Source: an optimization exercise on an open RTL-to-GDS flow (aim: small area and a short achievable clock period). Production flows keep margins and buffers that such runs may drop. The RTL was checked by simulation tests, not by an equivalence proof against the original design.

==> flow/design.v (outline; a module is shown in full before it is edited, if it fits) <==
// module IIR: 1315 lines
// module IIR_fa: 4 lines
// module IIR_ha: 4 lines
module IIR
          (clk,
           reset,
           clk_enable,
           In1,
           ce_out,
           Out1);
  // ...
==> flow/flow/run.sh <==
#!/bin/bash
# Standard ORFS layout, with port buffers of a plain buffer cell and timing
# repair aimed below the clock period (the SDC is unchanged).
set -euo pipefail
bash standard.sh SETUP_SLACK_MARGIN=5.6 "BUFFER_PORTS_ARGS=-buffer_cell sky130_fd_sc_hd__buf_2"  finish > flow_make.log 2>&1
==> flow/standard.sh <==
#!/bin/bash
# synth_recipe.tcl (not shown) runs the flow's synth.tcl, then flattens the netlist and writes it again
# the make line also repeats each setting of config.mk as NAME=value (left out here)
make -C /OpenROAD-flow-scripts/flow DESIGN_CONFIG=/design/flow/config.mk WORK_HOME=/design/flow/orfs CLKGATE_MAP_FILE= SYNTH_SCRIPT=/design/flow/synth_recipe.tcl "${@:-finish}"
==> flow/config.mk <==
export PLATFORM = sky130hd
export DESIGN_NAME = IIR
export DESIGN_NICKNAME = IIR
export VERILOG_FILES = /design/flow/design.v
export SDC_FILE = /design/flow/constraint.sdc
export NUM_CORES = 4
export LEC_CHECK = 0
export CAP_MARGIN = 20
export CORE_MARGIN = 2
export CORE_UTILIZATION = 40
export SLEW_MARGIN = 20
export SYNTH_HIERARCHICAL = 1
export SYNTH_MINIMUM_KEEP_SIZE = 0
export TNS_END_PERCENT = 0
==> flow/constraint.sdc <==
create_clock -name core_clock -period 10.0 [get_ports {clk}]
set_input_delay 2.0000 -clock core_clock [delete_from_list [all_inputs] [get_ports {clk}]]
set_output_delay 2.0000 -clock core_clock [all_outputs]
set_load 0.01 [all_outputs]
==> results by group, run 1 <==
Global route
  – First-pass GRT wire length: 42200 µm
  – Routing usage on met2: between 30% and 40%
  – Met1 Resource Use GR: a little over a quarter
  – Largest net degree at the start of global routing: roughly 50

Cells and area
  – Layout cells sized above 1: between 20 and 25%
  – Max reg flops: 17
  – Buffering overhead: under 10%
  – Sequential share of cell area: between 10% and 20%
  – Antenna diodes: 0
  – Most common cell after layout, fill and taps aside: fa_1
  – Post-Layout Cell Count: 1426

Synth
  – Mux contribution to synthesized area: under 10%
  – Synth top area cells: fa_1 (35%), dfrtp_1 (19%), ha_1 (15%)
  – Register area share after synthesis: between 10% and 20%
  – Count of cell types in the netlist: 57
  – Number of synthesized register bits: a little over 80

Detailed routing
  – DRT iter0 DRCs: between 300 and 400
  – DRT Pass-1 Iters: 4
  – DR vias/cell: ~5.2
  – Routed Antenna Nets: 0

Worst setup path
  – Critical path arrival: between 5 and 6 ns
  – Worst path slowest cell: fa_1
  – Critical path startpoint category: flip-flop
  – Most used cell, CP: fa_1
  – Reg2reg end: t[13]$_DFFE_PP0P_

Status
  – Status: timing/DRC/antenna clean

Placed design
  – RePlAce Congestion: ~0.82
  – Placed cell area: roughly 11000 µm²

Clocking
  – Post-CTS sizing: 29

Floorplan
  – Ports: 36

Job
  – Maximum capacitance violations: 0

STA
  – Final setup violation count: 0
==> run 2: changes to the inputs <==
==> flow/flow/run.sh (replaced) <==
#!/bin/bash
# Standard ORFS layout, with port buffers of a plain buffer cell and timing
# repair aimed below the clock period (the SDC is unchanged).
set -euo pipefail
bash standard.sh SETUP_SLACK_MARGIN=5.6 "BUFFER_PORTS_ARGS=-buffer_cell sky130_fd_sc_hd__buf_2" ABC_AREA=1 finish > flow_make.log 2>&1
==> run 2 against run 1 <==
Compared with the run above:
- synthesized cell count rose by 42%
- critical path depth fell by 3
- fmax rose by 9.0%
- largest cell class unchanged
- sequential share of layout area fell by 1.5 points
- die area rose by 9.4%
- via count rose by 27%
- non-clock buffer count rose by 6
- clock skew fell by 0.0036 ns
- highest routed layer is now met5
- critical path type unchanged
- cell area rose by 9.8%
- utilization rose by 0.66 points
==> results by group, run 2 <==
Clocking
  – H-tree depth: 3
  – CTS tree: yes
  – Clk Latency, worst-skew pair: 0.35 ns
  – # hold bufs at CTS: 0
  – Worst-path clk slew: roughly 0.07 ns
  – Root Driver: clkbuf_16
  – Max Buffers Root-to-Sink: 2
  – CTS buffer count: 9
  – Clock Sinks: 83

Detailed routing
  – Routed Antenna Nets: 0 (unchanged)
  – DRT iter0 DRCs: 532 (+67%)
  – Final WL: about 30000 µm
  – DRT Pass-1 Iters: 5 (+1)
  – Via count: about 9400
  – DR vias/cell: 5.01 (-3.9%)
  – Drt wl/cell: 15.9 µm
  – # DRC: 0

Worst setup path
  – Critical path arrival: 4.75 ns (-0.41 ns)
  – CP top delay family: adder cells
  – Reg2reg end: s[3]$_DFFE_PP0P_
  – Required @ worst endpoint: 10.23 ns
  – Critical path type: flip-flop to flip-flop
  – FF-to-FF Start: s[14]$_DFFE_PP0P_
  – Worst path bufs/invs: 2
  – Crit path to: s[3]$_DFFE_PP0P_
  – Worst path depth: 15
  – Reg2reg path depth: 15
  – Max stage delay on crit path: approximately 0.57 ns
  – Crit path capture type: flip-flop
  – Critical path startpoint category: flip-flop
  – Reg-to-reg slack, setup: 5.48 ns
  – CP Max Fanout: 5
  – Beginning of the critical path: s[14]$_DFFE_PP0P_
  – Critical path cell sequence: buf_12 -> fa_2 -> fa_1 -> fa_1 -> fa_1 -> fa_1 -> ha_4 -> nand2_1 -> nor2_2 -> nand3_1 -> nand2_4 -> inv_4 -> fa_1 -> xor2_1 -> o21ai_1
  – Most used cell, CP: fa_1
  – Worst path slowest cell: fa_1

Placed design
  – Port bufs: 30
  – Post-Place Cells: 1781
  – RePlAce Congestion: 0.804 (-1.5%)
  – DP Wirelength: slightly above 20000 µm

Job
  – Maximum capacitance violations: 0 (unchanged)

Global route
  – Largest net degree at the start of global routing: 68 (+33%)
  – GR Overflow Total: 0
  – First-pass GRT wire length: 50100 µm (+19%)
  – Initial antenna violation count: 1
  – Vias in the first global route: between 9000 and 10000
  – GRT Overall Usage: a little over a fifth

Synth
  – Register area share after synthesis: 17.6% (-1.7 points)
  – Synth top area cells: fa_1 (32%), dfrtp_1 (18%), ha_1 (13%)
  – Synth Instances: around 1400
  – Number of synthesized register bits: 83 (unchanged)
  – Synthesized cell area: 11800 µm²
  – Most common library cells after synthesis: nand2_1 (360), inv_1 (198), fa_1 (189)
  – Count leader, synth: nand2_1
  – Syn Nets: about 1700
  – Fraction of registers with async set/reset: 100%
  – Top FF cell, synth: dfrtp_1
  – Top-area cell type share of the netlist area: ~32%
  – Cell taking the most area after synthesis: fa_1
  – Count of cell types in the netlist: 42 (-26%)
  – Mean Syn Cell Area: about 8.6 µm²
  – Ys Warns: 7
  – EDFF count, synth: 0

Cells and area
  – Commonest cells after routing, fill and taps aside: nand2_1 (354), inv_1 (182), fa_1 (178), ha_1 (116), nand3_1 (98)
  – Number of fillers in the final layout: around 2800
  – Layout cells sized above 1: 17.1% (-4.9 points)
  – Biggest register: t
  – Antenna diodes: 0 (unchanged)
  – Area of the multi-input gates: just over 9000 µm²
  – Most common cell after layout, fill and taps aside: nand2_1
  – Reg area: between 2000 and 2500 µm²
  – Area delta synth->final: 17.1%
  – Max reg flops: 17 (unchanged)
  – Nets: between 1500 and 2000
  – Core Util, Final: between 40% and 50%
  – Post-Layout Cell Count: 1878 (+32%)

Floorplan
  – Initial Util: roughly two fifths
  – Row count: 62
  – Die height: roughly 180 µm
  – Core Area: between 20000 and 30000 µm²
  – Die area: 30900 µm²
  – Floorplan die width: 176 µm
  – Ports: 36 (unchanged)

STA
  – Relative slew slack: 47.9%
  – Final worst-path cycle share: 45.2%
  – Worst slew pin tran: 0.781 ns
  – Achievable Freq: 221 MHz
  – Skew final: approximately 0.009 ns
  – Min Tclk post-route: 4.52 ns
  – Unrepaired setup endpoints after global routing: yes
  – Final number of hold-violating endpoints: 0
  – Final setup violation count: 0 (unchanged)
  – Setup tns final: 0 ns
  – Fin. max-slew vios: 0

Min path
  – HP Class: flip-flop to flip-flop

Status
  – Status: timing/DRC/antenna clean
==> run 2: cell count changes after synthesis, sizes merged, moves of 10 or more <==
cell,previous run,this run
nand2,45,375
nand3,13,102
inv,123,206
nor2,44,85
mux2,32,0
xnor2,37,8
a21o,20,5
xor2,22,8
nor3,6,16
==> run 2: Yosys stat by module, one instance, submodules excluded <==
module	cells	copies in the design	cell area, µm²
IIR	1156	1	7650
IIR_fa	1	186	20.0
IIR_ha	1	36	12.5
==> run 2: layer usage <==
| layer | wire, µm | part of all wire [%] | vias up | global-route usage [%] |
|---|---|---|---|---|
| li1 | - | - | 4573 | - |
| met1 | 14000 | 47 | 4691 | 28.5 |
| met2 | 14400 | 48 | 120 | 34.7 |
| met3 | 970 | 3.2 | 29 | 3.18 |
| met4 | 554 | 1.9 | 2 | 5.48 |
| met5 | 11 | 0.037 | - | 0 |
==> run 2: kinds of logic (layout without fill, tap and decap cells) <==
| logic type | after synthesis | count (layout) | share of synthesized area, % |
|---|---|---|---|
| fa+ha+maj | 314 | 314 | 45.2 |
| flops | 83 | 83 | 17.6 |
| compound gates | 133 | 133 | 6.54 |
| other cells | 1 | 1 | 0.0317 |
| buf+inv | 227 | 343 | 7.45 |
| xor+xnor | 16 | 16 | 1.19 |
| simple gates | 604 | 604 | 22.0 |
==> run 2: worst min-delay path: cells and delay by family, from the launching register on <==
family / cells / cell delay, ns
AND/OR/NAND/NOR: 2 / 0.11
flip-flops: 1 / 0.34
==> run 2: how the worst min path moves through the flow <==
stage | start | end | slack [ns] | cells after the start
2_1_floorplan | r[14]$_DFFE_PP0P_ | r[14]$_DFFE_PP0P_ | 0.45 | 2
3_3_place_gp | r[11]$_DFFE_PP0P_ | vr[11]$_DFFE_PP0P_ | 0.46 | 2
3_5_place_dp | o[13]$_DFFE_PP0P_ | o[13]$_DFFE_PP0P_ | 0.46 | 2
4_1_cts | o[0]$_DFFE_PP0P_ | o[0]$_DFFE_PP0P_ | 0.48 | 2
5_1_grt | o[0]$_DFFE_PP0P_ | o[0]$_DFFE_PP0P_ | 0.50 | 2
6_report | o[14]$_DFFE_PP0P_ | o[14]$_DFFE_PP0P_ | 0.48 | 2
==> run 2: timing repair <==
action                                  4_1_cts  5_1_grt
pin swaps                                    22       15
endpoints found under the setup margin       57       36
gates resized for setup                      77       23
gates cloned                                  1        0
setup buffers                                65       15
==> run 2: final cells by class <==
type,instances,area share [%]
Clock buffer,11,1.75
Clock inverter,5,0.615
Inverter,206,6.00
Multi-Input combinational cell,1068,65.7
Sequential cell,83,15.3
Tap cell,384,3.47
Timing Repair Buffer,121,7.15
==> run 2: metrics by stage <==
stage          hold slack [ns]  instance area (µm²)  worst slack, ns
2_1_floorplan            0.449                11900             5.39
3_3_place_gp             0.461                12500             4.48
3_5_place_dp             0.461                12500             4.43
4_1_cts                  0.483                13600             5.51
5_1_grt                  0.501                13800             5.31
6_report                 0.478                13800             5.48
==> run 3: changes to the inputs <==
==> flow/flow/run.sh (replaced) <==
#!/bin/bash
# Standard ORFS layout, with port buffers of a plain buffer cell and timing
# repair aimed below the clock period (the SDC is unchanged).
set -euo pipefail
bash standard.sh SETUP_SLACK_MARGIN=5.3 "BUFFER_PORTS_ARGS=-buffer_cell sky130_fd_sc_hd__buf_2"  finish > flow_make.log 2>&1
--- a/flow/config.mk
+++ b/flow/config.mk
@@ -6,4 +6,5 @@
 export NUM_CORES = 4
 export LEC_CHECK = 0
+export ABC_AREA = 1
 export CAP_MARGIN = 20
 export CORE_MARGIN = 2
==> run 3 against run 2 <==
Compared with the run above:
- still clean
- critical path depth shrank 1
- via count fell by 2.5%
- flip-flop and latch count stayed put
- critical endpoint is now s[2]$_DFFE_PP0P_
==> results by group, run 3 <==
Placed design
  – Post-Place Cells: 1783 (+0.11%)
  – Port bufs: 30 (unchanged)
  – DP Wirelength: 20200 µm (-1.3%)
  – Placed cell area: 12400 µm² (-0.22%)
  – RePlAce Congestion: 0.800 (-0.53%)

Cells and area
  – Most common cell after layout, fill and taps aside: nand2_1
  – Commonest cells after routing, fill and taps aside: nand2_1 (355), fa_1 (185), inv_1 (182), ha_1 (119), nand3_1 (97)
  – Cell area after layout: 13400 µm² (-3.2%)
  – Nets: 1790 (-1.8%)
  – Core Util, Final: 46.3% (-1.5 points)
  – Area delta synth->final: 13.3%
  – Antenna diodes: 0 (unchanged)
  – Number of fillers in the final layout: 2795 (+1.3%)
  – Max reg flops: 17 (unchanged)
  – Layout cells sized above 1: 14.1% (-3.0 points)
  – Biggest register: t
  – Post-Layout Cell Count: 1846 (-1.7%)

Synth
  – Count leader, synth: nand2_1
  – Synthesized cell area: 11800 µm² (unchanged)
  – Number of synthesized register bits: 83 (unchanged)
  – Register area share after synthesis: 17.6% (unchanged)
  – Syn Nets: 1711 (unchanged)
  – Synth Instances: 1378 (unchanged)
  – Synth top area cells: fa_1 (32%), dfrtp_1 (18%), ha_1 (13%)
  – EDFF count, synth: 0 (unchanged)
  – Cell taking the most area after synthesis: fa_1
  – Fraction of registers with async set/reset: 100% (unchanged)
  – Top-area cell type share of the netlist area: 32.0% (unchanged)
  – Most common library cells after synthesis: nand2_1 (360), inv_1 (198), fa_1 (189)
  – Count of cell types in the netlist: 42 (unchanged)
  – Ys Warns: 7 (unchanged)
  – Top FF cell, synth: dfrtp_1
  – Mean Syn Cell Area: 8.58 µm² (unchanged)

Floorplan
  – Floorplan die width: 176 µm (unchanged)
  – Ports: 36 (unchanged)
  – Row count: 62 (unchanged)
  – Initial Util: 40.9% (unchanged)
  – Die height: 176 µm (unchanged)
  – Die area: 30900 µm² (unchanged)
  – Core Area: 28900 µm² (unchanged)

Worst setup path
  – CP Max Fanout: 11 (+6)
  – Critical path type: flip-flop to flip-flop
  – Worst path bufs/invs: 2 (unchanged)
  – Critical path cell sequence: buf_8 -> fa_1 -> fa_1 -> fa_1 -> fa_1 -> fa_1 -> ha_4 -> a21oi_1 -> o21ai_0 -> a21oi_1 -> nand2_4 -> inv_2 -> fa_1 -> o21ai_0
  – Max stage delay on crit path: 0.55 ns (-0.02 ns)
  – Required @ worst endpoint: 10.27 ns (+0.04 ns)
  – Worst path slowest cell: fa_1
  – Critical path startpoint category: flip-flop
  – CP top delay family: adder cells
  – Most used cell, CP: fa_1
  – Critical path arrival: 4.84 ns (+0.09 ns)
  – Crit path capture type: flip-flop

STA
  – Achievable Freq: 219 MHz (-1.2%)
  – Hold Slack: 0.481 ns (+0.00306 ns)
  – Setup tns final: 0 ns (unchanged)
  – Skew final: 0.0121 ns (+0.00315 ns)
  – Min Tclk post-route: 4.57 ns (+0.0568 ns)
  – Relative slew slack: 34.1% (-14 points)
  – Final number of hold-violating endpoints: 0 (unchanged)
  – Final setup violation count: 0 (unchanged)
  – Fin. max-slew vios: 0 (unchanged)
  – Worst slew pin tran: 0.989 ns (+0.208 ns)
  – Final worst-path cycle share: 45.7% (+0.57 points)
  – Unrepaired setup endpoints after global routing: yes

Global route
  – GRT Overall Usage: 19.6% (-1.3 points)
  – First-pass GRT wire length: 47200 µm (-5.8%)
  – Initial antenna violation count: 0 (-1)
  – Largest net degree at the start of global routing: 90 (+32%)
  – GR Overflow Total: 0 (unchanged)
  – Vias in the first global route: 9421 (-3.7%)

Clocking
  – Worst-path clk slew: 0.07 ns (about the same)
  – Max Buffers Root-to-Sink: 2 (unchanged)
  – H-tree depth: 3 (unchanged)
  – Clock Sinks: 83 (unchanged)
  – Clk Latency, worst-skew pair: 0.36 ns (about the same)
  – CTS buffer count: 9 (unchanged)
  – CTS tree: yes
  – Root Driver: clkbuf_16
  – # hold bufs at CTS: 0 (unchanged)

Detailed routing
  – Routed Antenna Nets: 0 (unchanged)
  – # DRC: 0 (unchanged)
  – DRT Pass-1 Iters: 5 (unchanged)
  – DR vias/cell: 4.97 (-0.85%)
  – Via count: 9176 (-2.5%)
  – Drt wl/cell: 15.3 µm (-4.3%)
  – Final WL: 28200 µm (-5.9%)
  – DRT iter0 DRCs: 492 (-7.5%)

Min path
  – HP Class: flip-flop to flip-flop

Job
  – Maximum capacitance violations: 0 (unchanged)

Status
  – Status: timing/DRC/antenna clean
## run 3: cell counts after synthesis
Identical to the previous run, type by type.
## run 3: modules after synthesis (local to each module, per instance)
module / copies in the design / flip-flops and latches / cell area, µm² / cells
IIR: 1 / 83 / 7650 / 1156
IIR_fa: 186 / 0 / 20.0 / 1
IIR_ha: 36 / 0 / 12.5 / 1
## run 3: layout make-up
class	count	area, µm²	share of cell area [%]
Inverter	206	823	6.15
Multi-Input combinational cell	1068	9030	67.4
Clock buffer	10	239	1.78
Clock inverter	6	71.3	0.533
Tap cell	384	480	3.59
Sequential cell	83	2100	15.7
Timing Repair Buffer	89	641	4.78
## run 3: through the flow
step	worst slack, ns
finish	5.43
global route	5.24
CTS	5.24
detailed placement	4.32
global placement	4.39
floorplan	5.32
## run 3: metal layers
metal,global-route usage (%),vias up,routed length (µm)
met5,0,-,0
met2,33.5,118,13900
met3,2.77,22,953
li1,-,4509,-
met1,26.5,4527,13000
met4,4.24,0,320
## run 3: cell families (layout without fill, tap and decap cells)
logic type                 count (synthesis)  in the layout  synth area share, %
adders and majority gates                314            314                 45.2
buffers and inverters                    227            311                 7.45
other                                      1              1               0.0317
DFF                                       83             83                 17.6
and+or+nand+nor                          604            604                 22.0
AOI/OAI and AO/OA                        133            133                 6.54
xor gates and xnor gates                  16             16                 1.19
## run 3: final timing paths
path / from / cells after the start / end / slack, ns
worst min register to register: r[13]$_DFFE_PP0P_ / 2 / r[13]$_DFFE_PP0P_ / 0.48
worst min-delay path: r[13]$_DFFE_PP0P_ / 2 / r[13]$_DFFE_PP0P_ / 0.48
max in group asynchronous: reset / 3 / rnz$_DFFE_PP0P_ / 7.17
worst max-delay path: s[12]$_DFFE_PP0P_ / 14 / s[2]$_DFFE_PP0P_ / 5.43
worst max register to register: s[12]$_DFFE_PP0P_ / 14 / s[2]$_DFFE_PP0P_ / 5.43
min in group asynchronous: reset / 2 / r[12]$_DFFE_PP0P_ / 1.74
## run 3: worst min-delay path, delay by kind of cell, from the launching register on
family,cells,cell delay [ns]
simple gates,2,0.11
flops,1,0.34
## run 3: what timing repair did
| item | 4_1_cts | 5_1_grt |
|---|---|---|
| cloned | 0 | 0 |
| setup endpoints to repair | 46 | 29 |
| pin swaps | 1 | 8 |
| buffers inserted | 37 | 10 |
| resized for setup | 27 | 45 |

-- separate check: timing with driven ports --
How much do the figures lean on ideal ports? The routed layouts below were timed once more, with nothing changed but the port constraints.
Step 1 sets driving cells, clkbuf_16 on the clock port and buf_2 on the other inputs (assumed; they add their load-dependent delay and slew).
Step 2 adds t to the input delays and takes it off the output delays; t is the mean of the earliest and latest rising clock arrival at the registers after step 1. Input paths then give back, and output paths get back, about the clock's delay inside the block.
Slacks: ideal / step 1 / step 2; pairs: ideal / step 1.
run | t (ns) | setup WS [ns] | hold WS [ns] | worst setup path at the end | latest minus earliest clock arrival (ns)
run 1 | 0.392 | 5.076 / 5.076 / 5.076 | 0.479 / 0.479 / 0.479 | register to register | 0.013 / 0.012
run 2 | 0.395 | 5.484 / 5.484 / 5.484 | 0.478 / 0.478 / 0.478 | register to register | 0.010 / 0.009
run 3 | 0.396 | 5.427 / 5.427 / 5.427 | 0.481 / 0.481 / 0.481 | register to register | 0.014 / 0.014
After both steps setup and hold are still met in every run listed.
